What follows belongs to an exercise in optimizing a design on an open flow for small area, a short achievable clock period and few clock cycles per item; a production flow would make more cautious choices.
No functional check of the RTL was part of any run shown here.
Power and IR drop assume default switching activity.

==> flow/design.v (outline; a module is shown in full before it is edited, if it fits) <==
// module mul_fa: 4 lines
// module mul_ha: 4 lines
// module mul: 2094 lines
module mul (
    input wire clk,
    input wire reset,
    input wire rd_en,
    input wire wr_en,
    input wire [31:0] wr_data_1,
    input wire [31:0] wr_data_2,
    output wire [63:0] rd_data,
    output reg wr_ready,
    output reg rd_ready,
    output reg rd_val
);
  // ...
==> flow/flow/run.sh <==
#!/bin/bash
set -euo pipefail
MARGIN=7.0
bash standard.sh SETUP_SLACK_MARGIN=$MARGIN finish > standard_flow.log 2>&1
==> flow/standard.sh <==
#!/bin/bash
# synth_recipe.tcl (not shown) runs the flow's synth.tcl, then flattens the netlist and writes it again
# the make line also repeats each setting of config.mk as NAME=value (left out here)
make -C /OpenROAD-flow-scripts/flow DESIGN_CONFIG=/design/flow/config.mk WORK_HOME=/design/flow/orfs CLKGATE_MAP_FILE= SYNTH_SCRIPT=/design/flow/synth_recipe.tcl "${@:-finish}"
==> flow/config.mk <==
export PLATFORM = sky130hd
export DESIGN_NAME = mul
export DESIGN_NICKNAME = mul
export VERILOG_FILES = /design/flow/design.v
export SDC_FILE = /design/flow/constraint.sdc
export NUM_CORES = 4
export LEC_CHECK = 0
export ABC_AREA = 1
export CAP_MARGIN = 20
export CORE_MARGIN = 2
export CORE_UTILIZATION = 40
export SLEW_MARGIN = 20
export SYNTH_HIERARCHICAL = 1
==> flow/constraint.sdc <==
create_clock -name core_clock -period 11.0 [get_ports {clk}]
set_input_delay 2.2000 -clock core_clock [delete_from_list [all_inputs] [get_ports {clk}]]
set_output_delay 2.2000 -clock core_clock [all_outputs]
set_load 0.01 [all_outputs]
==> impl_summary.txt, run 1 <==
----------------------------------------------------
[Placement]
  Routability Congestion ... 0.887
  Placed cell count ... 4115

[Clocking]
  Number of clock sinks seen by CTS ... 402
  H-tree levels ... 2
  CTS Hold Bufs ... 0

[Power]
  LEAKAGE ... 0.0160 uW
  Total power ... 12600 uW
  Sw power ... 5360 uW
  Relative contribution of combinational cells to total power ... 62.6%

[STA]
  Tightest hold margin ... 0.468 ns
  Setup-failing EPs final ... 0
  Worst-margin pin slew ... 0.853 ns

[Layout]
  Clock-cell share of area ... 3.82%
  Number of multi-input combinational cells in the layout ... 2139
  Final cell area excluding filler cells ... 40100 um2
  Area delta synth->final ... 12.7%
  Count of inverters not on the clock network in the layout ... 193
  Share of layout cells above drive strength 1 ... 7.43%

[Logic synthesis]
  Total of flip-flops plus latches after synthesis ... 402
  Post-synthesis mux area share ... 0.422%
  Mean post-synth cell area ... 11.9 um2
  Async set-reset flop share out of synthesis ... 0%

[Critical path]
  Critical R2R Capture ... cs2[96]
  Required time of the worst setup path ... 11.31 ns

[Drt]
  Top layer reached by signal wires ... met5

[Global route]
  GRT Overall Usage ... 24.1%
  Met2 GRT Util ... 36.5%

[Status]
  Run status ... no timing/DRC/antenna violations

----------------------------------------------------
==> inputs of run 2 (changes only) <==
--- a/flow/design.v
+++ b/flow/design.v
@@ -18,17 +18,17 @@
     output reg rd_ready,
     output reg rd_val
 );
     reg sk_v, v1, v2;
     reg [31:0] sk_a, sk_b;
     reg [31:0] a1;
     reg [15:0] e1, e2, en;    
     reg d16;                  
-    reg [187:0] cs2;       
+    reg [242:0] cs2;       
     reg [63:0] p3;
     wire wfire = wr_en & wr_ready;
     wire en3 = ~rd_ready | rd_en;
     wire en2 = ~v2 | en3;
     wire en1 = ~v1 | en2;
     wire [31:0] b_in = sk_v ? sk_b : wr_data_2;
     wire [33:0] b_ext = {1'b0, b_in, 1'b0};
     reg [15:0] b_one, b_two, b_neg;
@@ -1438,299 +1438,299 @@
     wire t1394, t1395;
     mul_fa u1396 (1'b1, t586, t487, t1394, t1395);
     wire t1396, t1397;
     mul_ha u1398 (t520, t553, t1396, t1397);
     wire t1398, t1399;
     mul_fa u1400 (t489, t587, t521, t1398, t1399);
     wire t1400, t1401;
     mul_ha u1402 (1'b1, t588, t1400, t1401);
+    wire [242:0] cs = {t591, t559, t557, t590, t556, t589, t524, t1401, t555, t522, t1400, t1399, t554, t1398, t1397, t1395, t1396, t1394, t1393, t1391, t1392, t1390, t1389, t1387, t1388, t1386, t1385, t1383, t1384, t1382, t1381, t1379, t1380, t1378, t1377, t1375, t1376, t1374, t1373, t1371, t1372, t1370, t1369, t1367, t1368, t1366, t1365, t1363, t1364, t1362, t1361, t1359, t1360, t1358, t1357, t1355, t1356, t1354, t1353, t1351, t1352, t1350, t1349, t1347, t1348, t1346, t1345, t1343, t1344, t1342, t1341, t1339, t1340, t1338, t1337, t1335, t1336, t1334, t1333, t1331, t1332, t1330, t1329, t1327, t1328, t1326, t1325, t1323, t1324, t1322, t1321, t1319, t1320, t1318, t1317, t1315, t1316, t1314, t1313, t1311, t1312, t1310, t1309, t1307, t1308, t1306, t1305, t1303, t1304, t1302, t1301, t1299, t1300, t1298, t1297, t1295, t1296, t1294, t1293, t1291, t1292, t1290, t1289, t1287, t1288, t1286, t1285, t1283, t1284, t1282, t1281, t1279, t1280, t1278, t1277, t1275, t1276, t1274, t1273, t1271, t1272, t1270, t1269, t1267, t1268, t1266, t1265, t1263, t1264, t1262, t1261, t1259, t1260, t1258, t1257, t1255, t1256, t1254, t1253, t1251, t1252, t1250, t1249, t1247, t1248, t1246, t1245, t1243, t1244, t1242, t1241, t1239, t1240, t1238, t1237, t1235, t1236, t1234, t1233, t1231, t1232, t1230, t1229, t1227, t1228, t1226, t1225, t1223, t1224, t1222, t1221, t1219, t1220, t1218, t1217, t1215, t1216, t1214, t1213, t1211, t1212, t1210, t1209, t1207, t1208, t1206, t1205, t1203, t1204, t1202, t1201, t1199, t1200, t1198, t1197, t1195, t140, t1196, t1194, t1193, t106, t73, t1192, t1191, t105, t72, t39, t1190, t71, t38, t5, t70, t37, t4, t103, t36, t3, t35, t2, t68, t1, t0, t33};
+    wire sk_v_n = en1 ? (sk_v & wfire) : (sk_v | wfire);
+    wire v1_n = en1 ? (sk_v | wfire) : v1;
+    wire v2_n = en2 ? v1 : v2;
+    wire v3_n = en3 ? v2 : rd_ready;
+    always @(posedge clk) begin
+        if (reset) begin
+            sk_v <= 1'b0;
+            v1 <= 1'b0;
+            v2 <= 1'b0;
+            rd_ready <= 1'b0;
+            wr_ready <= 1'b1;
+            rd_val <= 1'b0;
+        end else begin
+            sk_v <= sk_v_n;
+            v1 <= v1_n;
+            v2 <= v2_n;
+            rd_ready <= v3_n;
+            wr_ready <= ~(sk_v_n & v1_n & v2_n & v3_n);
+            if (rd_en)
+                rd_val <= rd_ready;
+        end
+    end
+    always @(posedge clk) begin
+        if (wfire) begin
+            sk_a <= wr_data_1;
+            sk_b <= wr_data_2;
+        end
+        if (en1) begin
+            a1 <= sk_v ? sk_a : wr_data_1;
+            e1 <= b_one;
+            e2 <= b_two;
+            en <= b_neg;
+            d16 <= b_in[31];
+        end
+        if (en2) begin
+            cs2 <= cs;
+        end
+        if (en3)
+            p3 <= ps;
+    end
     wire t1402, t1403;
-    mul_ha u1404 (t103, t4, t1402, t1403);
+    mul_ha u1404 (cs2[8], cs2[9], t1402, t1403);
     wire t1404, t1405;
-    mul_ha u1406 (t5, t38, t1404, t1405);
+    mul_ha u1406 (cs2[12], cs2[13], t1404, t1405);
     wire t1406, t1407;
-    mul_fa u1408 (t39, t72, t105, t1406, t1407);
+    mul_fa u1408 (cs2[15], cs2[16], cs2[17], t1406, t1407);
     wire t1408, t1409;
-    mul_fa u1410 (t73, t106, t1191, t1408, t1409);
+    mul_fa u1410 (cs2[19], cs2[20], cs2[21], t1408, t1409);
     wire t1410, t1411;
-    mul_fa u1412 (t140, t1193, t1196, t1410, t1411);
+    mul_fa u1412 (cs2[23], cs2[24], cs2[25], t1410, t1411);
     wire t1412, t1413;
-    mul_fa u1414 (t1197, t1200, t1195, t1412, t1413);
+    mul_fa u1414 (cs2[27], cs2[28], cs2[29], t1412, t1413);
     wire t1414, t1415;
-    mul_fa u1416 (t1201, t1199, t1202, t1414, t1415);
+    mul_fa u1416 (cs2[31], cs2[32], cs2[33], t1414, t1415);
     wire t1416, t1417;
-    mul_fa u1418 (t1203, t1206, t1205, t1416, t1417);
+    mul_fa u1418 (cs2[35], cs2[36], cs2[37], t1416, t1417);
     wire t1418, t1419;
-    mul_fa u1420 (t1207, t1210, t1209, t1418, t1419);
+    mul_fa u1420 (cs2[39], cs2[40], cs2[41], t1418, t1419);
     wire t1420, t1421;
-    mul_fa u1422 (t1211, t1214, t1213, t1420, t1421);
+    mul_fa u1422 (cs2[43], cs2[44], cs2[45], t1420, t1421);
     wire t1422, t1423;
-    mul_fa u1424 (t1215, t1218, t1217, t1422, t1423);
+    mul_fa u1424 (cs2[47], cs2[48], cs2[49], t1422, t1423);
     wire t1424, t1425;
-    mul_fa u1426 (t1219, t1221, t1222, t1424, t1425);
+    mul_fa u1426 (cs2[51], cs2[52], cs2[53], t1424, t1425);
     wire t1426, t1427;
-    mul_fa u1428 (t1223, t1225, t1226, t1426, t1427);
+    mul_fa u1428 (cs2[55], cs2[56], cs2[57], t1426, t1427);
     wire t1428, t1429;
-    mul_fa u1430 (t1227, t1230, t1229, t1428, t1429);
+    mul_fa u1430 (cs2[59], cs2[60], cs2[61], t1428, t1429);
     wire t1430, t1431;
-    mul_fa u1432 (t1231, t1234, t1233, t1430, t1431);
+    mul_fa u1432 (cs2[63], cs2[64], cs2[65], t1430, t1431);
     wire t1432, t1433;
-    mul_fa u1434 (t1235, t1238, t1237, t1432, t1433);
+    mul_fa u1434 (cs2[67], cs2[68], cs2[69], t1432, t1433);
     wire t1434, t1435;
-    mul_fa u1436 (t1239, t1242, t1241, t1434, t1435);
+    mul_fa u1436 (cs2[71], cs2[72], cs2[73], t1434, t1435);
     wire t1436, t1437;
-    mul_fa u1438 (t1243, t1246, t1245, t1436, t1437);
+    mul_fa u1438 (cs2[75], cs2[76], cs2[77], t1436, t1437);
     wire t1438, t1439;
-    mul_fa u1440 (t1247, t1250, t1249, t1438, t1439);
+    mul_fa u1440 (cs2[79], cs2[80], cs2[81], t1438, t1439);
     wire t1440, t1441;
-    mul_fa u1442 (t1251, t1254, t1253, t1440, t1441);
+    mul_fa u1442 (cs2[83], cs2[84], cs2[85], t1440, t1441);
     wire t1442, t1443;
-    mul_fa u1444 (t1255, t1257, t1258, t1442, t1443);
+    mul_fa u1444 (cs2[87], cs2[88], cs2[89], t1442, t1443);
     wire t1444, t1445;
-    mul_fa u1446 (t1259, t1261, t1262, t1444, t1445);
+    mul_fa u1446 (cs2[91], cs2[92], cs2[93], t1444, t1445);
     wire t1446, t1447;
-    mul_fa u1448 (t1263, t1266, t1265, t1446, t1447);
+    mul_fa u1448 (cs2[95], cs2[96], cs2[97], t1446, t1447);
     wire t1448, t1449;
-    mul_fa u1450 (t1267, t1270, t1269, t1448, t1449);
+    mul_fa u1450 (cs2[99], cs2[100], cs2[101], t1448, t1449);
     wire t1450, t1451;
-    mul_fa u1452 (t1271, t1274, t1273, t1450, t1451);
+    mul_fa u1452 (cs2[103], cs2[104], cs2[105], t1450, t1451);
     wire t1452, t1453;
-    mul_fa u1454 (t1275, t1278, t1277, t1452, t1453);
+    mul_fa u1454 (cs2[107], cs2[108], cs2[109], t1452, t1453);
     wire t1454, t1455;
-    mul_fa u1456 (t1279, t1282, t1281, t1454, t1455);
+    mul_fa u1456 (cs2[111], cs2[112], cs2[113], t1454, t1455);
     wire t1456, t1457;
-    mul_fa u1458 (t1283, t1286, t1285, t1456, t1457);
+    mul_fa u1458 (cs2[115], cs2[116], cs2[117], t1456, t1457);
     wire t1458, t1459;
-    mul_fa u1460 (t1287, t1290, t1289, t1458, t1459);
+    mul_fa u1460 (cs2[119], cs2[120], cs2[121], t1458, t1459);
     wire t1460, t1461;
-    mul_fa u1462 (t1291, t1294, t1293, t1460, t1461);
+    mul_fa u1462 (cs2[123], cs2[124], cs2[125], t1460, t1461);
     wire t1462, t1463;
-    mul_fa u1464 (t1295, t1298, t1297, t1462, t1463);
+    mul_fa u1464 (cs2[127], cs2[128], cs2[129], t1462, t1463);
     wire t1464, t1465;
-    mul_fa u1466 (t1299, t1302, t1301, t1464, t1465);
+    mul_fa u1466 (cs2[131], cs2[132], cs2[133], t1464, t1465);
     wire t1466, t1467;
-    mul_fa u1468 (t1303, t1306, t1305, t1466, t1467);
+    mul_fa u1468 (cs2[135], cs2[136], cs2[137], t1466, t1467);
     wire t1468, t1469;
-    mul_fa u1470 (t1310, t1307, t1309, t1468, t1469);
+    mul_fa u1470 (cs2[139], cs2[140], cs2[141], t1468, t1469);
     wire t1470, t1471;
-    mul_fa u1472 (t1311, t1314, t1313, t1470, t1471);
+    mul_fa u1472 (cs2[143], cs2[144], cs2[145], t1470, t1471);
     wire t1472, t1473;
-    mul_fa u1474 (t1318, t1315, t1317, t1472, t1473);
+    mul_fa u1474 (cs2[147], cs2[148], cs2[149], t1472, t1473);
     wire t1474, t1475;
-    mul_fa u1476 (t1322, t1319, t1321, t1474, t1475);
+    mul_fa u1476 (cs2[151], cs2[152], cs2[153], t1474, t1475);
     wire t1476, t1477;
-    mul_fa u1478 (t1323, t1326, t1325, t1476, t1477);
+    mul_fa u1478 (cs2[155], cs2[156], cs2[157], t1476, t1477);
     wire t1478, t1479;
-    mul_fa u1480 (t1327, t1330, t1329, t1478, t1479);
+    mul_fa u1480 (cs2[159], cs2[160], cs2[161], t1478, t1479);
     wire t1480, t1481;
-    mul_fa u1482 (t1331, t1334, t1336, t1480, t1481);
+    mul_fa u1482 (cs2[163], cs2[164], cs2[165], t1480, t1481);
     wire t1482, t1483;
-    mul_fa u1484 (t1335, t1338, t1340, t1482, t1483);
+    mul_fa u1484 (cs2[167], cs2[168], cs2[169], t1482, t1483);
     wire t1484, t1485;
-    mul_fa u1486 (t1339, t1342, t1341, t1484, t1485);
+    mul_fa u1486 (cs2[171], cs2[172], cs2[173], t1484, t1485);
     wire t1486, t1487;
-    mul_fa u1488 (t1343, t1346, t1345, t1486, t1487);
+    mul_fa u1488 (cs2[175], cs2[176], cs2[177], t1486, t1487);
     wire t1488, t1489;
-    mul_fa u1490 (t1347, t1350, t1349, t1488, t1489);
+    mul_fa u1490 (cs2[179], cs2[180], cs2[181], t1488, t1489);
     wire t1490, t1491;
-    mul_fa u1492 (t1354, t1351, t1353, t1490, t1491);
+    mul_fa u1492 (cs2[183], cs2[184], cs2[185], t1490, t1491);
     wire t1492, t1493;
-    mul_fa u1494 (t1358, t1355, t1357, t1492, t1493);
+    mul_fa u1494 (cs2[187], cs2[188], cs2[189], t1492, t1493);
     wire t1494, t1495;
-    mul_fa u1496 (t1359, t1362, t1361, t1494, t1495);
+    mul_fa u1496 (cs2[191], cs2[192], cs2[193], t1494, t1495);
     wire t1496, t1497;
-    mul_fa u1498 (t1363, t1366, t1365, t1496, t1497);
+    mul_fa u1498 (cs2[195], cs2[196], cs2[197], t1496, t1497);
     wire t1498, t1499;
-    mul_fa u1500 (t1367, t1370, t1372, t1498, t1499);
+    mul_fa u1500 (cs2[199], cs2[200], cs2[201], t1498, t1499);
     wire t1500, t1501;
-    mul_fa u1502 (t1371, t1373, t1374, t1500, t1501);
+    mul_fa u1502 (cs2[203], cs2[204], cs2[205], t1500, t1501);
     wire t1502, t1503;
-    mul_fa u1504 (t1378, t1375, t1377, t1502, t1503);
+    mul_fa u1504 (cs2[207], cs2[208], cs2[209], t1502, t1503);
     wire t1504, t1505;
-    mul_fa u1506 (t1382, t1379, t1381, t1504, t1505);
+    mul_fa u1506 (cs2[211], cs2[212], cs2[213], t1504, t1505);
     wire t1506, t1507;
-    mul_fa u1508 (t1383, t1386, t1385, t1506, t1507);
+    mul_fa u1508 (cs2[215], cs2[216], cs2[217], t1506, t1507);
     wire t1508, t1509;
-    mul_fa u1510 (t1390, t1387, t1392, t1508, t1509);
+    mul_fa u1510 (cs2[219], cs2[220], cs2[221], t1508, t1509);
     wire t1510, t1511;
-    mul_fa u1512 (t1396, t1391, t1393, t1510, t1511);
+    mul_fa u1512 (cs2[223], cs2[224], cs2[225], t1510, t1511);
     wire t1512, t1513;
-    mul_fa u1514 (t554, t1397, t1395, t1512, t1513);
+    mul_fa u1514 (cs2[227], cs2[228], cs2[229], t1512, t1513);
     wire t1514, t1515;
-    mul_fa u1516 (t1400, t522, t555, t1514, t1515);
+    mul_fa u1516 (cs2[231], cs2[232], cs2[233], t1514, t1515);
     wire t1516, t1517;
-    mul_fa u1518 (t524, t589, t1401, t1516, t1517);
+    mul_fa u1518 (cs2[235], cs2[236], cs2[237], t1516, t1517);
     wire t1518, t1519;
-    mul_ha u1520 (1'b1, t590, t1518, t1519);
-    wire [187:0] cs = {t591, t559, t1519, t557, t1518, t1517, t556, t1516, t1515, t1399, t1514, t1513, t1398, t1512, t1511, t1394, t1510, t1509, t1389, t1508, t1507, t1388, t1506, t1505, t1384, t1504, t1503, t1380, t1502, t1501, t1376, t1500, t1499, t1369, t1498, t1497, t1368, t1496, t1495, t1364, t1494, t1493, t1360, t1492, t1491, t1356, t1490, t1489, t1352, t1488, t1487, t1348, t1486, t1485, t1344, t1484, t1483, t1337, t1482, t1481, t1333, t1480, t1479, t1332, t1478, t1477, t1328, t1476, t1475, t1324, t1474, t1473, t1320, t1472, t1471, t1316, t1470, t1469, t1312, t1468, t1467, t1308, t1466, t1465, t1304, t1464, t1463, t1300, t1462, t1461, t1296, t1460, t1459, t1292, t1458, t1457, t1288, t1456, t1455, t1284, t1454, t1453, t1280, t1452, t1451, t1276, t1450, t1449, t1272, t1448, t1447, t1268, t1446, t1445, t1264, t1444, t1443, t1260, t1442, t1441, t1256, t1440, t1439, t1252, t1438, t1437, t1248, t1436, t1435, t1244, t1434, t1433, t1240, t1432, t1431, t1236, t1430, t1429, t1232, t1428, t1427, t1228, t1426, t1425, t1224, t1424, t1423, t1220, t1422, t1421, t1216, t1420, t1419, t1212, t1418, t1417, t1208, t1416, t1415, t1204, t1414, t1413, t1198, t1412, t1411, t1194, t1410, t1409, t1192, t1408, t1407, t1190, t1406, t1405, t71, t1404, t1403, t70, t37, t1402, t36, t3, t35, t2, t68, t1, t0, t33};
-    wire sk_v_n = en1 ? (sk_v & wfire) : (sk_v | wfire);
-    wire v1_n = en1 ? (sk_v | wfire) : v1;
-    wire v2_n = en2 ? v1 : v2;
-    wire v3_n = en3 ? v2 : rd_ready;
-    always @(posedge clk) begin
-        if (reset) begin
-            sk_v <= 1'b0;
-            v1 <= 1'b0;
-            v2 <= 1'b0;
-            rd_ready <= 1'b0;
-            wr_ready <= 1'b1;
-            rd_val <= 1'b0;
-        end else begin
-            sk_v <= sk_v_n;
-            v1 <= v1_n;
-            v2 <= v2_n;
-            rd_ready <= v3_n;
-            wr_ready <= ~(sk_v_n & v1_n & v2_n & v3_n);
-            if (rd_en)
-                rd_val <= rd_ready;
-        end
-    end
-    always @(posedge clk) begin
-        if (wfire) begin
-            sk_a <= wr_data_1;
-            sk_b <= wr_data_2;
-        end
-        if (en1) begin
-            a1 <= sk_v ? sk_a : wr_data_1;
-            e1 <= b_one;
-            e2 <= b_two;
-            en <= b_neg;
-            d16 <= b_in[31];
-        end
-        if (en2) begin
-            cs2 <= cs;
-        end
-        if (en3)
-            p3 <= ps;
-    end
+    mul_ha u1520 (1'b1, cs2[239], t1518, t1519);
     wire t1520, t1521;
     mul_ha u1522 (cs2[3], cs2[4], t1520, t1521);
     wire t1522, t1523;
     mul_ha u1524 (cs2[6], cs2[7], t1522, t1523);
     wire t1524, t1525;
-    mul_fa u1526 (cs2[8], cs2[9], cs2[10], t1524, t1525);
+    mul_fa u1526 (cs2[10], cs2[11], t1402, t1524, t1525);
     wire t1526, t1527;
-    mul_fa u1528 (cs2[11], cs2[12], cs2[13], t1526, t1527);
+    mul_fa u1528 (cs2[14], t1403, t1404, t1526, t1527);
     wire t1528, t1529;
-    mul_fa u1530 (cs2[14], cs2[15], cs2[16], t1528, t1529);
+    mul_fa u1530 (cs2[18], t1405, t1406, t1528, t1529);
     wire t1530, t1531;
-    mul_fa u1532 (cs2[17], cs2[18], cs2[19], t1530, t1531);
+    mul_fa u1532 (cs2[22], t1407, t1408, t1530, t1531);
     wire t1532, t1533;
-    mul_fa u1534 (cs2[20], cs2[21], cs2[22], t1532, t1533);
+    mul_fa u1534 (cs2[26], t1409, t1410, t1532, t1533);
     wire t1534, t1535;
-    mul_fa u1536 (cs2[23], cs2[24], cs2[25], t1534, t1535);
+    mul_fa u1536 (cs2[30], t1411, t1412, t1534, t1535);
     wire t1536, t1537;
-    mul_fa u1538 (cs2[26], cs2[27], cs2[28], t1536, t1537);
+    mul_fa u1538 (cs2[34], t1413, t1414, t1536, t1537);
     wire t1538, t1539;
-    mul_fa u1540 (cs2[29], cs2[30], cs2[31], t1538, t1539);
+    mul_fa u1540 (cs2[38], t1415, t1416, t1538, t1539);
     wire t1540, t1541;
-    mul_fa u1542 (cs2[32], cs2[33], cs2[34], t1540, t1541);
+    mul_fa u1542 (cs2[42], t1417, t1418, t1540, t1541);
     wire t1542, t1543;
-    mul_fa u1544 (cs2[35], cs2[36], cs2[37], t1542, t1543);
+    mul_fa u1544 (cs2[46], t1419, t1420, t1542, t1543);
     wire t1544, t1545;
-    mul_fa u1546 (cs2[38], cs2[39], cs2[40], t1544, t1545);
+    mul_fa u1546 (cs2[50], t1421, t1422, t1544, t1545);
     wire t1546, t1547;
-    mul_fa u1548 (cs2[41], cs2[42], cs2[43], t1546, t1547);
+    mul_fa u1548 (cs2[54], t1423, t1424, t1546, t1547);
     wire t1548, t1549;
-    mul_fa u1550 (cs2[44], cs2[45], cs2[46], t1548, t1549);
+    mul_fa u1550 (cs2[58], t1425, t1426, t1548, t1549);
     wire t1550, t1551;
-    mul_fa u1552 (cs2[47], cs2[48], cs2[49], t1550, t1551);
+    mul_fa u1552 (cs2[62], t1427, t1428, t1550, t1551);
     wire t1552, t1553;
-    mul_fa u1554 (cs2[50], cs2[51], cs2[52], t1552, t1553);
+    mul_fa u1554 (cs2[66], t1429, t1430, t1552, t1553);
     wire t1554, t1555;
-    mul_fa u1556 (cs2[53], cs2[54], cs2[55], t1554, t1555);
+    mul_fa u1556 (cs2[70], t1431, t1432, t1554, t1555);
     wire t1556, t1557;
-    mul_fa u1558 (cs2[56], cs2[57], cs2[58], t1556, t1557);
+    mul_fa u1558 (cs2[74], t1433, t1434, t1556, t1557);
     wire t1558, t1559;
-    mul_fa u1560 (cs2[59], cs2[60], cs2[61], t1558, t1559);
+    mul_fa u1560 (cs2[78], t1435, t1436, t1558, t1559);
     wire t1560, t1561;
-    mul_fa u1562 (cs2[62], cs2[63], cs2[64], t1560, t1561);
+    mul_fa u1562 (cs2[82], t1437, t1438, t1560, t1561);
     wire t1562, t1563;
-    mul_fa u1564 (cs2[65], cs2[66], cs2[67], t1562, t1563);
+    mul_fa u1564 (cs2[86], t1439, t1440, t1562, t1563);
     wire t1564, t1565;
-    mul_fa u1566 (cs2[68], cs2[69], cs2[70], t1564, t1565);
+    mul_fa u1566 (cs2[90], t1441, t1442, t1564, t1565);
     wire t1566, t1567;
-    mul_fa u1568 (cs2[71], cs2[72], cs2[73], t1566, t1567);
+    mul_fa u1568 (cs2[94], t1443, t1444, t1566, t1567);
     wire t1568, t1569;
-    mul_fa u1570 (cs2[74], cs2[75], cs2[76], t1568, t1569);
+    mul_fa u1570 (cs2[98], t1445, t1446, t1568, t1569);
     wire t1570, t1571;
-    mul_fa u1572 (cs2[77], cs2[78], cs2[79], t1570, t1571);
+    mul_fa u1572 (cs2[102], t1447, t1448, t1570, t1571);
     wire t1572, t1573;
-    mul_fa u1574 (cs2[80], cs2[81], cs2[82], t1572, t1573);
+    mul_fa u1574 (cs2[106], t1449, t1450, t1572, t1573);
     wire t1574, t1575;
-    mul_fa u1576 (cs2[83], cs2[84], cs2[85], t1574, t1575);
+    mul_fa u1576 (cs2[110], t1451, t1452, t1574, t1575);
     wire t1576, t1577;
-    mul_fa u1578 (cs2[86], cs2[87], cs2[88], t1576, t1577);
+    mul_fa u1578 (cs2[114], t1453, t1454, t1576, t1577);
     wire t1578, t1579;
-    mul_fa u1580 (cs2[89], cs2[90], cs2[91], t1578, t1579);
+    mul_fa u1580 (cs2[118], t1455, t1456, t1578, t1579);
     wire t1580, t1581;
-    mul_fa u1582 (cs2[92], cs2[93], cs2[94], t1580, t1581);
+    mul_fa u1582 (cs2[122], t1457, t1458, t1580, t1581);
     wire t1582, t1583;
-    mul_fa u1584 (cs2[95], cs2[96], cs2[97], t1582, t1583);
+    mul_fa u1584 (cs2[126], t1459, t1460, t1582, t1583);
     wire t1584, t1585;
-    mul_fa u1586 (cs2[98], cs2[99], cs2[100], t1584, t1585);
+    mul_fa u1586 (cs2[130], t1461, t1462, t1584, t1585);
     wire t1586, t1587;
-    mul_fa u1588 (cs2[101], cs2[102], cs2[103], t1586, t1587);
+    mul_fa u1588 (cs2[134], t1463, t1464, t1586, t1587);
     wire t1588, t1589;
-    mul_fa u1590 (cs2[104], cs2[105], cs2[106], t1588, t1589);
+    mul_fa u1590 (cs2[138], t1465, t1466, t1588, t1589);
     wire t1590, t1591;
-    mul_fa u1592 (cs2[107], cs2[108], cs2[109], t1590, t1591);
+    mul_fa u1592 (cs2[142], t1467, t1468, t1590, t1591);
     wire t1592, t1593;
-    mul_fa u1594 (cs2[110], cs2[111], cs2[112], t1592, t1593);
+    mul_fa u1594 (cs2[146], t1469, t1470, t1592, t1593);
     wire t1594, t1595;
-    mul_fa u1596 (cs2[113], cs2[114], cs2[115], t1594, t1595);
+    mul_fa u1596 (cs2[150], t1471, t1472, t1594, t1595);
     wire t1596, t1597;
-    mul_fa u1598 (cs2[116], cs2[117], cs2[118], t1596, t1597);
+    mul_fa u1598 (cs2[154], t1473, t1474, t1596, t1597);
     wire t1598, t1599;
-    mul_fa u1600 (cs2[119], cs2[120], cs2[121], t1598, t1599);
+    mul_fa u1600 (cs2[158], t1475, t1476, t1598, t1599);
     wire t1600, t1601;
-    mul_fa u1602 (cs2[122], cs2[123], cs2[124], t1600, t1601);
+    mul_fa u1602 (cs2[162], t1477, t1478, t1600, t1601);
     wire t1602, t1603;
-    mul_fa u1604 (cs2[125], cs2[126], cs2[127], t1602, t1603);
+    mul_fa u1604 (cs2[166], t1479, t1480, t1602, t1603);
     wire t1604, t1605;
-    mul_fa u1606 (cs2[128], cs2[129], cs2[130], t1604, t1605);
+    mul_fa u1606 (cs2[170], t1481, t1482, t1604, t1605);
     wire t1606, t1607;
-    mul_fa u1608 (cs2[131], cs2[132], cs2[133], t1606, t1607);
+    mul_fa u1608 (cs2[174], t1483, t1484, t1606, t1607);
     wire t1608, t1609;
-    mul_fa u1610 (cs2[134], cs2[135], cs2[136], t1608, t1609);
+    mul_fa u1610 (cs2[178], t1485, t1486, t1608, t1609);
     wire t1610, t1611;
-    mul_fa u1612 (cs2[137], cs2[138], cs2[139], t1610, t1611);
+    mul_fa u1612 (cs2[182], t1487, t1488, t1610, t1611);
     wire t1612, t1613;
-    mul_fa u1614 (cs2[140], cs2[141], cs2[142], t1612, t1613);
+    mul_fa u1614 (cs2[186], t1489, t1490, t1612, t1613);
     wire t1614, t1615;
-    mul_fa u1616 (cs2[143], cs2[144], cs2[145], t1614, t1615);
+    mul_fa u1616 (cs2[190], t1491, t1492, t1614, t1615);
     wire t1616, t1617;
-    mul_fa u1618 (cs2[146], cs2[147], cs2[148], t1616, t1617);
+    mul_fa u1618 (cs2[194], t1493, t1494, t1616, t1617);
     wire t1618, t1619;
-    mul_fa u1620 (cs2[149], cs2[150], cs2[151], t1618, t1619);
+    mul_fa u1620 (cs2[198], t1495, t1496, t1618, t1619);
     wire t1620, t1621;
-    mul_fa u1622 (cs2[152], cs2[153], cs2[154], t1620, t1621);
+    mul_fa u1622 (cs2[202], t1497, t1498, t1620, t1621);
     wire t1622, t1623;
-    mul_fa u1624 (cs2[155], cs2[156], cs2[157], t1622, t1623);
+    mul_fa u1624 (cs2[206], t1499, t1500, t1622, t1623);
     wire t1624, t1625;
-    mul_fa u1626 (cs2[158], cs2[159], cs2[160], t1624, t1625);
+    mul_fa u1626 (cs2[210], t1501, t1502, t1624, t1625);
     wire t1626, t1627;
-    mul_fa u1628 (cs2[161], cs2[162], cs2[163], t1626, t1627);
+    mul_fa u1628 (cs2[214], t1503, t1504, t1626, t1627);
     wire t1628, t1629;
-    mul_fa u1630 (cs2[164], cs2[165], cs2[166], t1628, t1629);
+    mul_fa u1630 (cs2[218], t1505, t1506, t1628, t1629);
     wire t1630, t1631;
-    mul_fa u1632 (cs2[167], cs2[168], cs2[169], t1630, t1631);
+    mul_fa u1632 (cs2[222], t1507, t1508, t1630, t1631);
     wire t1632, t1633;
-    mul_fa u1634 (cs2[170], cs2[171], cs2[172], t1632, t1633);
+    mul_fa u1634 (cs2[226], t1509, t1510, t1632, t1633);
     wire t1634, t1635;
-    mul_fa u1636 (cs2[173], cs2[174], cs2[175], t1634, t1635);
+    mul_fa u1636 (cs2[230], t1511, t1512, t1634, t1635);
     wire t1636, t1637;
-    mul_fa u1638 (cs2[176], cs2[177], cs2[178], t1636, t1637);
+    mul_fa u1638 (cs2[234], t1513, t1514, t1636, t1637);
     wire t1638, t1639;
-    mul_fa u1640 (cs2[179], cs2[180], cs2[181], t1638, t1639);
+    mul_fa u1640 (cs2[238], t1515, t1516, t1638, t1639);
     wire t1640, t1641;
-    mul_fa u1642 (cs2[182], cs2[183], cs2[184], t1640, t1641);
+    mul_fa u1642 (cs2[240], t1518, t1517, t1640, t1641);
     wire t1642, t1643;
-    mul_fa u1644 (cs2[185], cs2[186], cs2[187], t1642, t1643);
+    mul_fa u1644 (cs2[241], cs2[242], t1519, t1642, t1643);
     wire [63:0] x3 = {t1641, t1639, t1637, t1635, t1633, t1631, t1629, t1627, t1625, t1623, t1621, t1619, t1617, t1615, t1613, t1611, t1609, t1607, t1605, t1603, t1601, t1599, t1597, t1595, t1593, t1591, t1589, t1587, t1585, t1583, t1581, t1579, t1577, t1575, t1573, t1571, t1569, t1567, t1565, t1563, t1561, t1559, t1557, t1555, t1553, t1551, t1549, t1547, t1545, t1543, t1541, t1539, t1537, t1535, t1533, t1531, t1529, t1527, t1525, t1523, t1521, t1520, cs2[2], cs2[0]};
     wire [63:0] y3 = {t1642, t1640, t1638, t1636, t1634, t1632, t1630, t1628, t1626, t1624, t1622, t1620, t1618, t1616, t1614, t1612, t1610, t1608, t1606, t1604, t1602, t1600, t1598, t1596, t1594, t1592, t1590, t1588, t1586, t1584, t1582, t1580, t1578, t1576, t1574, t1572, t1570, t1568, t1566, t1564, t1562, t1560, t1558, t1556, t1554, t1552, t1550, t1548, t1546, t1544, t1542, t1540, t1538, t1536, t1534, t1532, t1530, t1528, t1526, t1524, t1522, cs2[5], 1'b0, cs2[1]};
     wire cg0_0 = x3[0] & y3[0];
     wire cp0_0 = x3[0] ^ y3[0];
     wire cg1_1 = x3[1] & y3[1];
     wire cp1_1 = x3[1] ^ y3[1];
     wire cg2_2 = x3[2] & y3[2];
     wire cp2_2 = x3[2] ^ y3[2];
@@ -1914,130 +1914,274 @@
     wire cg57_56 = cg57_57 | (cp57_57 & cg56_56);
     wire cp57_56 = cp57_57 & cp56_56;
     wire cg59_58 = cg59_59 | (cp59_59 & cg58_58);
     wire cp59_58 = cp59_59 & cp58_58;
     wire cg61_60 = cg61_61 | (cp61_61 & cg60_60);
     wire cp61_60 = cp61_61 & cp60_60;
     wire cg63_62 = cg63_63 | (cp63_63 & cg62_62);
     wire cp63_62 = cp63_63 & cp62_62;
+    wire cg2_0 = cg2_2 | (cp2_2 & cg1_0);
     wire cg3_0 = cg3_2 | (cp3_2 & cg1_0);
+    wire cg6_4 = cg6_6 | (cp6_6 & cg5_4);
+    wire cp6_4 = cp6_6 & cp5_4;
     wire cg7_4 = cg7_6 | (cp7_6 & cg5_4);
     wire cp7_4 = cp7_6 & cp5_4;
+    wire cg10_8 = cg10_10 | (cp10_10 & cg9_8);
+    wire cp10_8 = cp10_10 & cp9_8;
     wire cg11_8 = cg11_10 | (cp11_10 & cg9_8);
     wire cp11_8 = cp11_10 & cp9_8;
+    wire cg14_12 = cg14_14 | (cp14_14 & cg13_12);
+    wire cp14_12 = cp14_14 & cp13_12;
     wire cg15_12 = cg15_14 | (cp15_14 & cg13_12);
     wire cp15_12 = cp15_14 & cp13_12;
+    wire cg18_16 = cg18_18 | (cp18_18 & cg17_16);
+    wire cp18_16 = cp18_18 & cp17_16;
     wire cg19_16 = cg19_18 | (cp19_18 & cg17_16);
     wire cp19_16 = cp19_18 & cp17_16;
+    wire cg22_20 = cg22_22 | (cp22_22 & cg21_20);
+    wire cp22_20 = cp22_22 & cp21_20;
     wire cg23_20 = cg23_22 | (cp23_22 & cg21_20);
     wire cp23_20 = cp23_22 & cp21_20;
+    wire cg26_24 = cg26_26 | (cp26_26 & cg25_24);
+    wire cp26_24 = cp26_26 & cp25_24;
     wire cg27_24 = cg27_26 | (cp27_26 & cg25_24);
     wire cp27_24 = cp27_26 & cp25_24;
+    wire cg30_28 = cg30_30 | (cp30_30 & cg29_28);
+    wire cp30_28 = cp30_30 & cp29_28;
     wire cg31_28 = cg31_30 | (cp31_30 & cg29_28);
     wire cp31_28 = cp31_30 & cp29_28;
+    wire cg34_32 = cg34_34 | (cp34_34 & cg33_32);
+    wire cp34_32 = cp34_34 & cp33_32;
     wire cg35_32 = cg35_34 | (cp35_34 & cg33_32);
     wire cp35_32 = cp35_34 & cp33_32;
+    wire cg38_36 = cg38_38 | (cp38_38 & cg37_36);
+    wire cp38_36 = cp38_38 & cp37_36;
     wire cg39_36 = cg39_38 | (cp39_38 & cg37_36);
     wire cp39_36 = cp39_38 & cp37_36;
+    wire cg42_40 = cg42_42 | (cp42_42 & cg41_40);
+    wire cp42_40 = cp42_42 & cp41_40;
     wire cg43_40 = cg43_42 | (cp43_42 & cg41_40);
     wire cp43_40 = cp43_42 & cp41_40;
+    wire cg46_44 = cg46_46 | (cp46_46 & cg45_44);
+    wire cp46_44 = cp46_46 & cp45_44;
     wire cg47_44 = cg47_46 | (cp47_46 & cg45_44);
     wire cp47_44 = cp47_46 & cp45_44;
+    wire cg50_48 = cg50_50 | (cp50_50 & cg49_48);
+    wire cp50_48 = cp50_50 & cp49_48;
     wire cg51_48 = cg51_50 | (cp51_50 & cg49_48);
     wire cp51_48 = cp51_50 & cp49_48;
+    wire cg54_52 = cg54_54 | (cp54_54 & cg53_52);
+    wire cp54_52 = cp54_54 & cp53_52;
     wire cg55_52 = cg55_54 | (cp55_54 & cg53_52);
     wire cp55_52 = cp55_54 & cp53_52;
+    wire cg58_56 = cg58_58 | (cp58_58 & cg57_56);
+    wire cp58_56 = cp58_58 & cp57_56;
     wire cg59_56 = cg59_58 | (cp59_58 & cg57_56);
     wire cp59_56 = cp59_58 & cp57_56;
+    wire cg62_60 = cg62_62 | (cp62_62 & cg61_60);
+    wire cp62_60 = cp62_62 & cp61_60;
     wire cg63_60 = cg63_62 | (cp63_62 & cg61_60);
     wire cp63_60 = cp63_62 & cp61_60;
+    wire cg4_0 = cg4_4 | (cp4_4 & cg3_0);
+    wire cg5_0 = cg5_4 | (cp5_4 & cg3_0);
+    wire cg6_0 = cg6_4 | (cp6_4 & cg3_0);
     wire cg7_0 = cg7_4 | (cp7_4 & cg3_0);
+    wire cg12_8 = cg12_12 | (cp12_12 & cg11_8);
+    wire cp12_8 = cp12_12 & cp11_8;
+    wire cg13_8 = cg13_12 | (cp13_12 & cg11_8);
+    wire cp13_8 = cp13_12 & cp11_8;
+    wire cg14_8 = cg14_12 | (cp14_12 & cg11_8);
+    wire cp14_8 = cp14_12 & cp11_8;
     wire cg15_8 = cg15_12 | (cp15_12 & cg11_8);
     wire cp15_8 = cp15_12 & cp11_8;
+    wire cg20_16 = cg20_20 | (cp20_20 & cg19_16);
+    wire cp20_16 = cp20_20 & cp19_16;
+    wire cg21_16 = cg21_20 | (cp21_20 & cg19_16);
+    wire cp21_16 = cp21_20 & cp19_16;
+    wire cg22_16 = cg22_20 | (cp22_20 & cg19_16);
+    wire cp22_16 = cp22_20 & cp19_16;
     wire cg23_16 = cg23_20 | (cp23_20 & cg19_16);
     wire cp23_16 = cp23_20 & cp19_16;
+    wire cg28_24 = cg28_28 | (cp28_28 & cg27_24);
+    wire cp28_24 = cp28_28 & cp27_24;
+    wire cg29_24 = cg29_28 | (cp29_28 & cg27_24);
+    wire cp29_24 = cp29_28 & cp27_24;
+    wire cg30_24 = cg30_28 | (cp30_28 & cg27_24);
+    wire cp30_24 = cp30_28 & cp27_24;
     wire cg31_24 = cg31_28 | (cp31_28 & cg27_24);
     wire cp31_24 = cp31_28 & cp27_24;
+    wire cg36_32 = cg36_36 | (cp36_36 & cg35_32);
+    wire cp36_32 = cp36_36 & cp35_32;
+    wire cg37_32 = cg37_36 | (cp37_36 & cg35_32);
+    wire cp37_32 = cp37_36 & cp35_32;
+    wire cg38_32 = cg38_36 | (cp38_36 & cg35_32);
+    wire cp38_32 = cp38_36 & cp35_32;
     wire cg39_32 = cg39_36 | (cp39_36 & cg35_32);
     wire cp39_32 = cp39_36 & cp35_32;
+    wire cg44_40 = cg44_44 | (cp44_44 & cg43_40);
+    wire cp44_40 = cp44_44 & cp43_40;
+    wire cg45_40 = cg45_44 | (cp45_44 & cg43_40);
+    wire cp45_40 = cp45_44 & cp43_40;
+    wire cg46_40 = cg46_44 | (cp46_44 & cg43_40);
+    wire cp46_40 = cp46_44 & cp43_40;
     wire cg47_40 = cg47_44 | (cp47_44 & cg43_40);
     wire cp47_40 = cp47_44 & cp43_40;
+    wire cg52_48 = cg52_52 | (cp52_52 & cg51_48);
+    wire cp52_48 = cp52_52 & cp51_48;
+    wire cg53_48 = cg53_52 | (cp53_52 & cg51_48);
+    wire cp53_48 = cp53_52 & cp51_48;
+    wire cg54_48 = cg54_52 | (cp54_52 & cg51_48);
+    wire cp54_48 = cp54_52 & cp51_48;
     wire cg55_48 = cg55_52 | (cp55_52 & cg51_48);
     wire cp55_48 = cp55_52 & cp51_48;
+    wire cg60_56 = cg60_60 | (cp60_60 & cg59_56);
+    wire cp60_56 = cp60_60 & cp59_56;
+    wire cg61_56 = cg61_60 | (cp61_60 & cg59_56);
+    wire cp61_56 = cp61_60 & cp59_56;
+    wire cg62_56 = cg62_60 | (cp62_60 & cg59_56);
+    wire cp62_56 = cp62_60 & cp59_56;
     wire cg63_56 = cg63_60 | (cp63_60 & cg59_56);
     wire cp63_56 = cp63_60 & cp59_56;
+    wire cg8_0 = cg8_8 | (cp8_8 & cg7_0);
+    wire cg9_0 = cg9_8 | (cp9_8 & cg7_0);
+    wire cg10_0 = cg10_8 | (cp10_8 & cg7_0);
+    wire cg11_0 = cg11_8 | (cp11_8 & cg7_0);
+    wire cg12_0 = cg12_8 | (cp12_8 & cg7_0);
+    wire cg13_0 = cg13_8 | (cp13_8 & cg7_0);
+    wire cg14_0 = cg14_8 | (cp14_8 & cg7_0);
     wire cg15_0 = cg15_8 | (cp15_8 & cg7_0);
+    wire cg24_16 = cg24_24 | (cp24_24 & cg23_16);
+    wire cp24_16 = cp24_24 & cp23_16;
+    wire cg25_16 = cg25_24 | (cp25_24 & cg23_16);
+    wire cp25_16 = cp25_24 & cp23_16;
+    wire cg26_16 = cg26_24 | (cp26_24 & cg23_16);
+    wire cp26_16 = cp26_24 & cp23_16;
+    wire cg27_16 = cg27_24 | (cp27_24 & cg23_16);
+    wire cp27_16 = cp27_24 & cp23_16;
+    wire cg28_16 = cg28_24 | (cp28_24 & cg23_16);
+    wire cp28_16 = cp28_24 & cp23_16;
+    wire cg29_16 = cg29_24 | (cp29_24 & cg23_16);
+    wire cp29_16 = cp29_24 & cp23_16;
+    wire cg30_16 = cg30_24 | (cp30_24 & cg23_16);
+    wire cp30_16 = cp30_24 & cp23_16;
     wire cg31_16 = cg31_24 | (cp31_24 & cg23_16);
     wire cp31_16 = cp31_24 & cp23_16;
+    wire cg40_32 = cg40_40 | (cp40_40 & cg39_32);
+    wire cp40_32 = cp40_40 & cp39_32;
+    wire cg41_32 = cg41_40 | (cp41_40 & cg39_32);
+    wire cp41_32 = cp41_40 & cp39_32;
+    wire cg42_32 = cg42_40 | (cp42_40 & cg39_32);
+    wire cp42_32 = cp42_40 & cp39_32;
+    wire cg43_32 = cg43_40 | (cp43_40 & cg39_32);
+    wire cp43_32 = cp43_40 & cp39_32;
+    wire cg44_32 = cg44_40 | (cp44_40 & cg39_32);
+    wire cp44_32 = cp44_40 & cp39_32;
+    wire cg45_32 = cg45_40 | (cp45_40 & cg39_32);
+    wire cp45_32 = cp45_40 & cp39_32;
+    wire cg46_32 = cg46_40 | (cp46_40 & cg39_32);
+    wire cp46_32 = cp46_40 & cp39_32;
     wire cg47_32 = cg47_40 | (cp47_40 & cg39_32);
     wire cp47_32 = cp47_40 & cp39_32;
+    wire cg56_48 = cg56_56 | (cp56_56 & cg55_48);
+    wire cp56_48 = cp56_56 & cp55_48;
+    wire cg57_48 = cg57_56 | (cp57_56 & cg55_48);
+    wire cp57_48 = cp57_56 & cp55_48;
+    wire cg58_48 = cg58_56 | (cp58_56 & cg55_48);
+    wire cp58_48 = cp58_56 & cp55_48;
+    wire cg59_48 = cg59_56 | (cp59_56 & cg55_48);
+    wire cp59_48 = cp59_56 & cp55_48;
+    wire cg60_48 = cg60_56 | (cp60_56 & cg55_48);
+    wire cp60_48 = cp60_56 & cp55_48;
+    wire cg61_48 = cg61_56 | (cp61_56 & cg55_48);
+    wire cp61_48 = cp61_56 & cp55_48;
+    wire cg62_48 = cg62_56 | (cp62_56 & cg55_48);
+    wire cp62_48 = cp62_56 & cp55_48;
     wire cg63_48 = cg63_56 | (cp63_56 & cg55_48);
     wire cp63_48 = cp63_56 & cp55_48;
+    wire cg16_0 = cg16_16 | (cp16_16 & cg15_0);
+    wire cg17_0 = cg17_16 | (cp17_16 & cg15_0);
+    wire cg18_0 = cg18_16 | (cp18_16 & cg15_0);
+    wire cg19_0 = cg19_16 | (cp19_16 & cg15_0);
+    wire cg20_0 = cg20_16 | (cp20_16 & cg15_0);
+    wire cg21_0 = cg21_16 | (cp21_16 & cg15_0);
+    wire cg22_0 = cg22_16 | (cp22_16 & cg15_0);
+    wire cg23_0 = cg23_16 | (cp23_16 & cg15_0);
+    wire cg24_0 = cg24_16 | (cp24_16 & cg15_0);
+    wire cg25_0 = cg25_16 | (cp25_16 & cg15_0);
+    wire cg26_0 = cg26_16 | (cp26_16 & cg15_0);
+    wire cg27_0 = cg27_16 | (cp27_16 & cg15_0);
+    wire cg28_0 = cg28_16 | (cp28_16 & cg15_0);
+    wire cg29_0 = cg29_16 | (cp29_16 & cg15_0);
+    wire cg30_0 = cg30_16 | (cp30_16 & cg15_0);
     wire cg31_0 = cg31_16 | (cp31_16 & cg15_0);
+    wire cg48_32 = cg48_48 | (cp48_48 & cg47_32);
+    wire cp48_32 = cp48_48 & cp47_32;
+    wire cg49_32 = cg49_48 | (cp49_48 & cg47_32);
+    wire cp49_32 = cp49_48 & cp47_32;
+    wire cg50_32 = cg50_48 | (cp50_48 & cg47_32);
+    wire cp50_32 = cp50_48 & cp47_32;
+    wire cg51_32 = cg51_48 | (cp51_48 & cg47_32);
+    wire cp51_32 = cp51_48 & cp47_32;
+    wire cg52_32 = cg52_48 | (cp52_48 & cg47_32);
+    wire cp52_32 = cp52_48 & cp47_32;
+    wire cg53_32 = cg53_48 | (cp53_48 & cg47_32);
+    wire cp53_32 = cp53_48 & cp47_32;
+    wire cg54_32 = cg54_48 | (cp54_48 & cg47_32);
+    wire cp54_32 = cp54_48 & cp47_32;
+    wire cg55_32 = cg55_48 | (cp55_48 & cg47_32);
+    wire cp55_32 = cp55_48 & cp47_32;
+    wire cg56_32 = cg56_48 | (cp56_48 & cg47_32);
+    wire cp56_32 = cp56_48 & cp47_32;
+    wire cg57_32 = cg57_48 | (cp57_48 & cg47_32);
+    wire cp57_32 = cp57_48 & cp47_32;
+    wire cg58_32 = cg58_48 | (cp58_48 & cg47_32);
+    wire cp58_32 = cp58_48 & cp47_32;
+    wire cg59_32 = cg59_48 | (cp59_48 & cg47_32);
+    wire cp59_32 = cp59_48 & cp47_32;
+    wire cg60_32 = cg60_48 | (cp60_48 & cg47_32);
+    wire cp60_32 = cp60_48 & cp47_32;
+    wire cg61_32 = cg61_48 | (cp61_48 & cg47_32);
+    wire cp61_32 = cp61_48 & cp47_32;
+    wire cg62_32 = cg62_48 | (cp62_48 & cg47_32);
+    wire cp62_32 = cp62_48 & cp47_32;
     wire cg63_32 = cg63_48 | (cp63_48 & cg47_32);
     wire cp63_32 = cp63_48 & cp47_32;
-    wire cg63_0 = cg63_32 | (cp63_32 & cg31_0);
-    wire cg47_0 = cg47_32 | (cp47_32 & cg31_0);
-    wire cg23_0 = cg23_16 | (cp23_16 & cg15_0);
-    wire cg39_0 = cg39_32 | (cp39_32 & cg31_0);
-    wire cg55_0 = cg55_48 | (cp55_48 & cg47_0);
-    wire cg11_0 = cg11_8 | (cp11_8 & cg7_0);
-    wire cg19_0 = cg19_16 | (cp19_16 & cg15_0);
-    wire cg27_0 = cg27_24 | (cp27_24 & cg23_0);
-    wire cg35_0 = cg35_32 | (cp35_32 & cg31_0);
-    wire cg43_0 = cg43_40 | (cp43_40 & cg39_0);
-    wire cg51_0 = cg51_48 | (cp51_48 & cg47_0);
-    wire cg59_0 = cg59_56 | (cp59_56 & cg55_0);
-    wire cg5_0 = cg5_4 | (cp5_4 & cg3_0);
-    wire cg9_0 = cg9_8 | (cp9_8 & cg7_0);
-    wire cg13_0 = cg13_12 | (cp13_12 & cg11_0);
-    wire cg17_0 = cg17_16 | (cp17_16 & cg15_0);
-    wire cg21_0 = cg21_20 | (cp21_20 & cg19_0);
-    wire cg25_0 = cg25_24 | (cp25_24 & cg23_0);
-    wire cg29_0 = cg29_28 | (cp29_28 & cg27_0);
-    wire cg33_0 = cg33_32 | (cp33_32 & cg31_0);
-    wire cg37_0 = cg37_36 | (cp37_36 & cg35_0);
-    wire cg41_0 = cg41_40 | (cp41_40 & cg39_0);
-    wire cg45_0 = cg45_44 | (cp45_44 & cg43_0);
-    wire cg49_0 = cg49_48 | (cp49_48 & cg47_0);
-    wire cg53_0 = cg53_52 | (cp53_52 & cg51_0);
-    wire cg57_0 = cg57_56 | (cp57_56 & cg55_0);
-    wire cg61_0 = cg61_60 | (cp61_60 & cg59_0);
-    wire cg2_0 = cg2_2 | (cp2_2 & cg1_0);
-    wire cg4_0 = cg4_4 | (cp4_4 & cg3_0);
-    wire cg6_0 = cg6_6 | (cp6_6 & cg5_0);
-    wire cg8_0 = cg8_8 | (cp8_8 & cg7_0);
-    wire cg10_0 = cg10_10 | (cp10_10 & cg9_0);
-    wire cg12_0 = cg12_12 | (cp12_12 & cg11_0);
-    wire cg14_0 = cg14_14 | (cp14_14 & cg13_0);
-    wire cg16_0 = cg16_16 | (cp16_16 & cg15_0);
-    wire cg18_0 = cg18_18 | (cp18_18 & cg17_0);
-    wire cg20_0 = cg20_20 | (cp20_20 & cg19_0);
-    wire cg22_0 = cg22_22 | (cp22_22 & cg21_0);
-    wire cg24_0 = cg24_24 | (cp24_24 & cg23_0);
-    wire cg26_0 = cg26_26 | (cp26_26 & cg25_0);
-    wire cg28_0 = cg28_28 | (cp28_28 & cg27_0);
-    wire cg30_0 = cg30_30 | (cp30_30 & cg29_0);
     wire cg32_0 = cg32_32 | (cp32_32 & cg31_0);
-    wire cg34_0 = cg34_34 | (cp34_34 & cg33_0);
-    wire cg36_0 = cg36_36 | (cp36_36 & cg35_0);
-    wire cg38_0 = cg38_38 | (cp38_38 & cg37_0);
-    wire cg40_0 = cg40_40 | (cp40_40 & cg39_0);
-    wire cg42_0 = cg42_42 | (cp42_42 & cg41_0);
-    wire cg44_0 = cg44_44 | (cp44_44 & cg43_0);
-    wire cg46_0 = cg46_46 | (cp46_46 & cg45_0);
-    wire cg48_0 = cg48_48 | (cp48_48 & cg47_0);
-    wire cg50_0 = cg50_50 | (cp50_50 & cg49_0);
-    wire cg52_0 = cg52_52 | (cp52_52 & cg51_0);
-    wire cg54_0 = cg54_54 | (cp54_54 & cg53_0);
-    wire cg56_0 = cg56_56 | (cp56_56 & cg55_0);
-    wire cg58_0 = cg58_58 | (cp58_58 & cg57_0);
-    wire cg60_0 = cg60_60 | (cp60_60 & cg59_0);
-    wire cg62_0 = cg62_62 | (cp62_62 & cg61_0);
+    wire cg33_0 = cg33_32 | (cp33_32 & cg31_0);
+    wire cg34_0 = cg34_32 | (cp34_32 & cg31_0);
+    wire cg35_0 = cg35_32 | (cp35_32 & cg31_0);
+    wire cg36_0 = cg36_32 | (cp36_32 & cg31_0);
+    wire cg37_0 = cg37_32 | (cp37_32 & cg31_0);
+    wire cg38_0 = cg38_32 | (cp38_32 & cg31_0);
+    wire cg39_0 = cg39_32 | (cp39_32 & cg31_0);
+    wire cg40_0 = cg40_32 | (cp40_32 & cg31_0);
+    wire cg41_0 = cg41_32 | (cp41_32 & cg31_0);
+    wire cg42_0 = cg42_32 | (cp42_32 & cg31_0);
+    wire cg43_0 = cg43_32 | (cp43_32 & cg31_0);
+    wire cg44_0 = cg44_32 | (cp44_32 & cg31_0);
+    wire cg45_0 = cg45_32 | (cp45_32 & cg31_0);
+    wire cg46_0 = cg46_32 | (cp46_32 & cg31_0);
+    wire cg47_0 = cg47_32 | (cp47_32 & cg31_0);
+    wire cg48_0 = cg48_32 | (cp48_32 & cg31_0);
+    wire cg49_0 = cg49_32 | (cp49_32 & cg31_0);
+    wire cg50_0 = cg50_32 | (cp50_32 & cg31_0);
+    wire cg51_0 = cg51_32 | (cp51_32 & cg31_0);
+    wire cg52_0 = cg52_32 | (cp52_32 & cg31_0);
+    wire cg53_0 = cg53_32 | (cp53_32 & cg31_0);
+    wire cg54_0 = cg54_32 | (cp54_32 & cg31_0);
+    wire cg55_0 = cg55_32 | (cp55_32 & cg31_0);
+    wire cg56_0 = cg56_32 | (cp56_32 & cg31_0);
+    wire cg57_0 = cg57_32 | (cp57_32 & cg31_0);
+    wire cg58_0 = cg58_32 | (cp58_32 & cg31_0);
+    wire cg59_0 = cg59_32 | (cp59_32 & cg31_0);
+    wire cg60_0 = cg60_32 | (cp60_32 & cg31_0);
+    wire cg61_0 = cg61_32 | (cp61_32 & cg31_0);
+    wire cg62_0 = cg62_32 | (cp62_32 & cg31_0);
+    wire cg63_0 = cg63_32 | (cp63_32 & cg31_0);
     wire [63:0] ps;
     assign ps[0] = cp0_0;
     assign ps[1] = cp1_1 ^ cg0_0;
     assign ps[2] = cp2_2 ^ cg1_0;
     assign ps[3] = cp3_3 ^ cg2_0;
     assign ps[4] = cp4_4 ^ cg3_0;
     assign ps[5] = cp5_5 ^ cg4_0;
     assign ps[6] = cp6_6 ^ cg5_0;
==> flow/flow/run.sh (replaced) <==
#!/bin/bash
set -euo pipefail
MARGIN=7.4
bash standard.sh SETUP_SLACK_MARGIN=$MARGIN finish > standard_flow.log 2>&1
==> impl_summary.txt, run 2 <==
----------------------------------------------------
[Global route]
  Met3 Resource Use GR ... 6.40% (was 8.55%)
  GRT Overall Usage ... 24.1% (about the same)
  Via count of the first global-routing pass ... 28100 (was 25400)
  Number of antenna violations at the first check in global routing ... 1 (was 3)
  Layer carrying the most global-route usage ... met2 (unchanged)
  Met2 GRT Util ... 37.7% (was 36.5%)
  Total overflow reported by the global router ... 0 (unchanged)
  Global Route met1 Usage ... 32.2% (was 31.7%)
  Global-route wire length before repair ... 178000 um (was 164000 um)
  Maximum number of pins on one net before global-route repair ... 66 (was 76)

[Layout]
  Filler cell count in the final layout ... 8765 (was 8033)
  Biggest register ... cs2 (unchanged)
  Number of flip-flops under the largest register name ... 243 (was 188)
  Most common library cell in the layout ignoring fill and taps ... sky130_fd_sc_hd__xor2_1 (unchanged)
  Area delta synth->final ... 14.2% (was 12.7%)
  Footprint of the multi-input gates ... 22900 um2 (was 22000 um2)
  Commonest cells after routing, fill and taps aside ... sky130_fd_sc_hd__xor2_1 (550), sky130_fd_sc_hd__o22ai_1 (496), sky130_fd_sc_hd__fa_1 (483) (was sky130_fd_sc_hd__xor2_1 (563), sky130_fd_sc_hd__fa_1 (509), sky130_fd_sc_hd__o22ai_1 (496))
  Largest registers ranked by flip-flop count ... cs2: 243 flops, p3: 64 flops (was cs2: 188 flops, p3: 64 flops)
  NumNets Final ... 4135 (was 3707)
  Final antenna diode count ... 0 (was 2)
  Sequential cell area ... 13700 um2 (was 12000 um2)
  Share of layout cells above drive strength 1 ... 9.35% (was 7.43%)
  Final cell area excluding filler cells ... 43600 um2 (was 40100 um2)

[Critical path]
  Crit Path Category ... reg2reg (unchanged)
  CP Launch Type ... flop (unchanged)
  Critical-path maximum fanout ... 31 (unchanged)
  Signal arrival time at the worst endpoint ... 3.94 ns (was 4.27 ns)
  Required time of the worst setup path ... 11.34 ns (was 11.31 ns)
  Sort of element at the end of the critical path ... flop (unchanged)

[Clocking]
  Register clock-pin slew on the reported worst setup and hold paths ... 0.06 ns (about the same)
  H-tree levels ... 2 (unchanged)
  Number of clock sinks seen by CTS ... 457 (was 402)
  Number of buffers on the longest clock path ... 3 (unchanged)
  Clock Latency Late Sink ... 0.65 ns (was 0.63 ns)
  TritonCTS Buffers ... 53 (was 46)
  Root cell of the clock tree ... sky130_fd_sc_hd__clkbuf_16 (unchanged)
  Clock tree from TritonCTS ... done (unchanged)

[STA]
  Setup-failing EPs final ... 0 (unchanged)
  Timing-limited maximum frequency ... 0.277 GHz (was 0.252 GHz)
  Unrepaired setup endpoints after global routing ... true (unchanged)
  Fin Clk Skew ... 0.0251 ns (was 0.0614 ns)
  Relative slew margins ... 22.9% (was 43.1%)
  Worst-margin pin slew ... 1.15 ns (was 0.853 ns)
  Post-route setup TNS ... 0 ns (unchanged)
  Post-layout minimum cycle time ... 3.60 ns (was 3.96 ns)
  Slew Limit Fails ... 0 (unchanged)
  Crit share post-route ... 32.8% (was 36.0%)
  Final critical-path setup slack ... 7.40 ns (was 7.04 ns)
  Final Hold Viols ... 0 (unchanged)

[Logic synthesis]
  Main area contributors after synthesis ... sky130_fd_sc_hd__edfxtp_1 (35%), sky130_fd_sc_hd__fa_1 (25%), sky130_fd_sc_hd__xor2_1 (13%) (was sky130_fd_sc_hd__edfxtp_1 (33%), sky130_fd_sc_hd__fa_1 (29%), sky130_fd_sc_hd__xor2_1 (14%))
  Top flip-flop cell by instance count after synthesis ... sky130_fd_sc_hd__edfxtp_1 (unchanged)
  Post-Synthesis Cells ... 3411 (was 2987)
  Largest family of logic cells by synthesized area ... adder cells (unchanged)
  Cell type contributing the most total cell area after synthesis ... sky130_fd_sc_hd__edfxtp_1 (unchanged)
  Synthesized-area fraction occupied by ao, oa, aoi and oai cells ... 9.80% (was 10.2%)
  Share of the synthesized netlist area taken by xor and xnor gates ... 12.9% (was 14.1%)
  Post-synthesis mux area share ... 0.393% (was 0.422%)
  Area share of the largest cell type after synthesis ... 35.5% (was 33.4%)
  Count of flip-flops with a built-in enable after synthesis ... 451 (was 396)
  Most frequent cell after synthesis ... sky130_fd_sc_hd__xor2_1 (unchanged)
  Fraction of the mapped netlist area in adder cells ... 29.0% (was 32.5%)
  Most used standard cells in the synthesized netlist ... sky130_fd_sc_hd__xor2_1 (554), sky130_fd_sc_hd__o22ai_1 (496), sky130_fd_sc_hd__fa_1 (485), sky130_fd_sc_hd__edfxtp_1 (451), sky130_fd_sc_hd__nand2_1 (445) (was sky130_fd_sc_hd__xor2_1 (565), sky130_fd_sc_hd__fa_1 (511), sky130_fd_sc_hd__o22ai_1 (496), sky130_fd_sc_hd__edfxtp_1 (396), sky130_fd_sc_hd__nand2_1 (234))
  YS warnings ... 7 (unchanged)
  Count of cell types in the netlist ... 36 (was 41)
  Post-synthesis share of cell area spent on and, or, nand and nor gates ... 6.64% (was 3.90%)
  Async set-reset flop share out of synthesis ... 0% (unchanged)
  Cell area after synthesis ... 38200 um2 (was 35600 um2)
  Mean post-synth cell area ... 11.2 um2 (was 11.9 um2)
  Total of flip-flops plus latches after synthesis ... 457 (was 402)
  Share of synthesized area occupied by flip-flops and latches ... 35.8% (was 33.7%)

[Status]
  Run status ... no timing/DRC/antenna violations (unchanged)

[Power]
  Total power density per cell area ... 392 nW/um2 (was 314 nW/um2)
  Reg power frac ... 20.6% (was 24.9%)
  Internal power ... 9110 uW (was 7250 uW)
  Switching Share ... 46.6% (was 42.5%)
  Worst vdd ir ... 0.407 mV (was 0.141 mV)
  Sw power ... 7960 uW (was 5360 uW)
  Clock power share ... 10.7% (was 12.6%)
  Relative contribution of combinational cells to total power ... 68.6% (was 62.6%)
  LEAKAGE ... 0.0179 uW (was 0.0160 uW)

[Placement]
  Detailed-placement wirelength estimate ... 74400 um (was 68900 um)
  Number of input and output port buffers inserted ... 134 (unchanged)
  Routability Congestion ... 0.908 (was 0.887)
  Total cell area at the placement stage ... 40800 um2 (was 38100 um2)
  Worst-case setup slack after placement ... 5.38 ns (was 5.65 ns)

[Floorplanning]
  Vertical extent of the die ... 313 um (was 302 um)
  Initial core utilization ... 40.3% (about the same)
  Rows ... 113 (was 109)
  Die boundary width ... 313 um (was 302 um)
  Area of the core ... 94700 um2 (was 88200 um2)
  Number of top-level pins ... 135 (unchanged)
  Die area ... 97900 um2 (was 91400 um2)

[Drt]
  DRT Wirelength ... 119000 um (was 109000 um)
  Residual antenna-violating net count after detailed routing ... 0 (unchanged)
  Per-cell routed wire length ... 24.9 um (was 25.8 um)
  DR vias/cell ... 5.75 (was 5.78)
  DRT Pass-1 Iters ... 6 (was 7)
  Vias ... 27500 (was 24400)
  Residual DRC ... 0 (unchanged)
  Initial detailed-routing violation count ... 3158 (was 2599)

[Min path]
  Worst Hold Class ... reg2reg (unchanged)

[Flow run]
  Reported max-cap violation count ... 0 (unchanged)

----------------------------------------------------
==> run 2: cell count changes after synthesis, moves of 26 or more <==
| cell | delta |
|---|---|
| sky130_fd_sc_hd__edfxtp_1 | +55 |
| sky130_fd_sc_hd__inv_1 | +74 |
| sky130_fd_sc_hd__fa_1 | -26 |
| sky130_fd_sc_hd__nor2_1 | +44 |
| sky130_fd_sc_hd__a21oi_1 | +40 |
| sky130_fd_sc_hd__nand3_1 | +37 |
| sky130_fd_sc_hd__nand2_1 | +211 |
| sky130_fd_sc_hd__buf_2 | -28 |
| sky130_fd_sc_hd__clkbuf_1 | +33 |
==> run 2: power by group through the flow <==
stage	logic [uW]	clock network, uW	registers, uW
after CTS	11300	1880	3540
after detailed placement	10700	0	3580
final	11700	1830	3520
after global placement	10600	0	3560
after floorplan	7800	0	3560
after global routing	13400	1940	3600
==> run 2: path summary, 6_finish.rpt <==
| check | startpoint | end | slack [ns] | depth (start not counted) |
|---|---|---|---|---|
| hold reg to reg | rd_val | rd_val | 0.47 | 2 |
| setup / recovery | e2[9] | cs2[148] | 7.40 | 8 |
| setup reg to reg | e2[9] | cs2[148] | 7.40 | 8 |
| hold / removal | rd_val | rd_val | 0.47 | 2 |
==> run 2: per-layer routing <==
layer / wire, um / part of all wire, % / vias to the layer above
met5: 124 / 0.10 / -
met4: 4890 / 4.1 / 4
met3: 12800 / 11 / 314
met2: 53500 / 45 / 1623
met1: 47800 / 40 / 13800
li1: - / - / 11700
==> run 2: Yosys stat by module, one instance, submodules excluded <==
module,cells inside,flops+latches,cell area (um2),copies in the design
mul_ha,1,0,12.5,46
mul,2885,457,28000,1
mul_fa,1,0,20.0,480
==> run 2: what timing repair did <==
action	4_1_cts	5_1_grt
buffers inserted	27	10
cloned	10	0
endpoints found under the hold margin	0	0
pin swaps	6	9
resized for setup	130	96
endpoints found under the setup margin	492	66
hold buffers	0	0
==> run 2: area by class of cell <==
type / instances / area share, %
multi-input cells: 2432 / 52.4
well taps: 1265 / 3.63
clock buffers: 57 / 3.08
inverters: 265 / 2.45
flip-flops and latches: 457 / 31.4
clock inverters: 42 / 1.06
repair buffers: 264 / 5.99
==> run 2: logic make-up after synthesis <==
family	Yosys count
and+or+nand+nor	632
muxes	15
adders and majority gates	594
buffers and inverters	543
DFF	457
xor gates and xnor gates	562
AOI/OAI and AO/OA	607
other	1
==> run 2: per-stage QoR <==
stage	hold slack, ns	util, %	instances	total power [uW]
5_1_grt	0.490	46.0	4782	18900
3_3_place_gp	0.476	43.1	4636	14100
4_1_cts	0.466	45.6	4772	16700
3_5_place_dp	0.458	43.1	4636	14300
6_report	0.465	46.0	4782	17100
2_1_floorplan	0.424	-	3426	11400
==> run 2: critical path, cell delays in order (launching register included) <==
cell and delay (ns):
sky130_fd_sc_hd__edfxtp_1 0.39, sky130_fd_sc_hd__inv_1 0.06, sky130_fd_sc_hd__buf_4 0.39, sky130_fd_sc_hd__o22ai_1 0.17, sky130_fd_sc_hd__xor2_1 0.18, sky130_fd_sc_hd__fa_1 0.55, sky130_fd_sc_hd__fa_1 0.50, sky130_fd_sc_hd__fa_1 0.48
sky130_fd_sc_hd__fa_1 0.52

separate check: timing with driven ports:
The flow's constraints put no driver on any port. The routed layouts listed below were extracted and timed again, unchanged, in two steps.
Step 1, drivers: a clkbuf_16 drives clk and a buf_2 each remaining input, both assumed.
Step 2, shift: input delay + t, output delay - t, t = (earliest + latest rising clock arrival at the registers) / 2. This alone moves slack from input paths to output paths.
a / b / c = ideal / step 1 / step 2; a / b = the first two.
| run | shift t [ns] | setup WS [ns] | hold slack, ns | worst register clock-pin slew, ns | cell pins on the clock port's net |
|---|---|---|---|---|---|
| run 1 | 0.665 | 7.038 / 7.038 / 6.632 | 0.468 / 0.468 / 0.468 | 0.07 / 0.07 | 1 |
| run 2 | 0.708 | 7.396 / 7.396 / 6.859 | 0.465 / 0.465 / 0.465 | 0.07 / 0.07 | 1 |
After both steps every run listed still meets setup and hold. For run 2, which loses most, drivers alone change the setup slack by 0.000 ns; drivers and shift together by -0.537 ns.
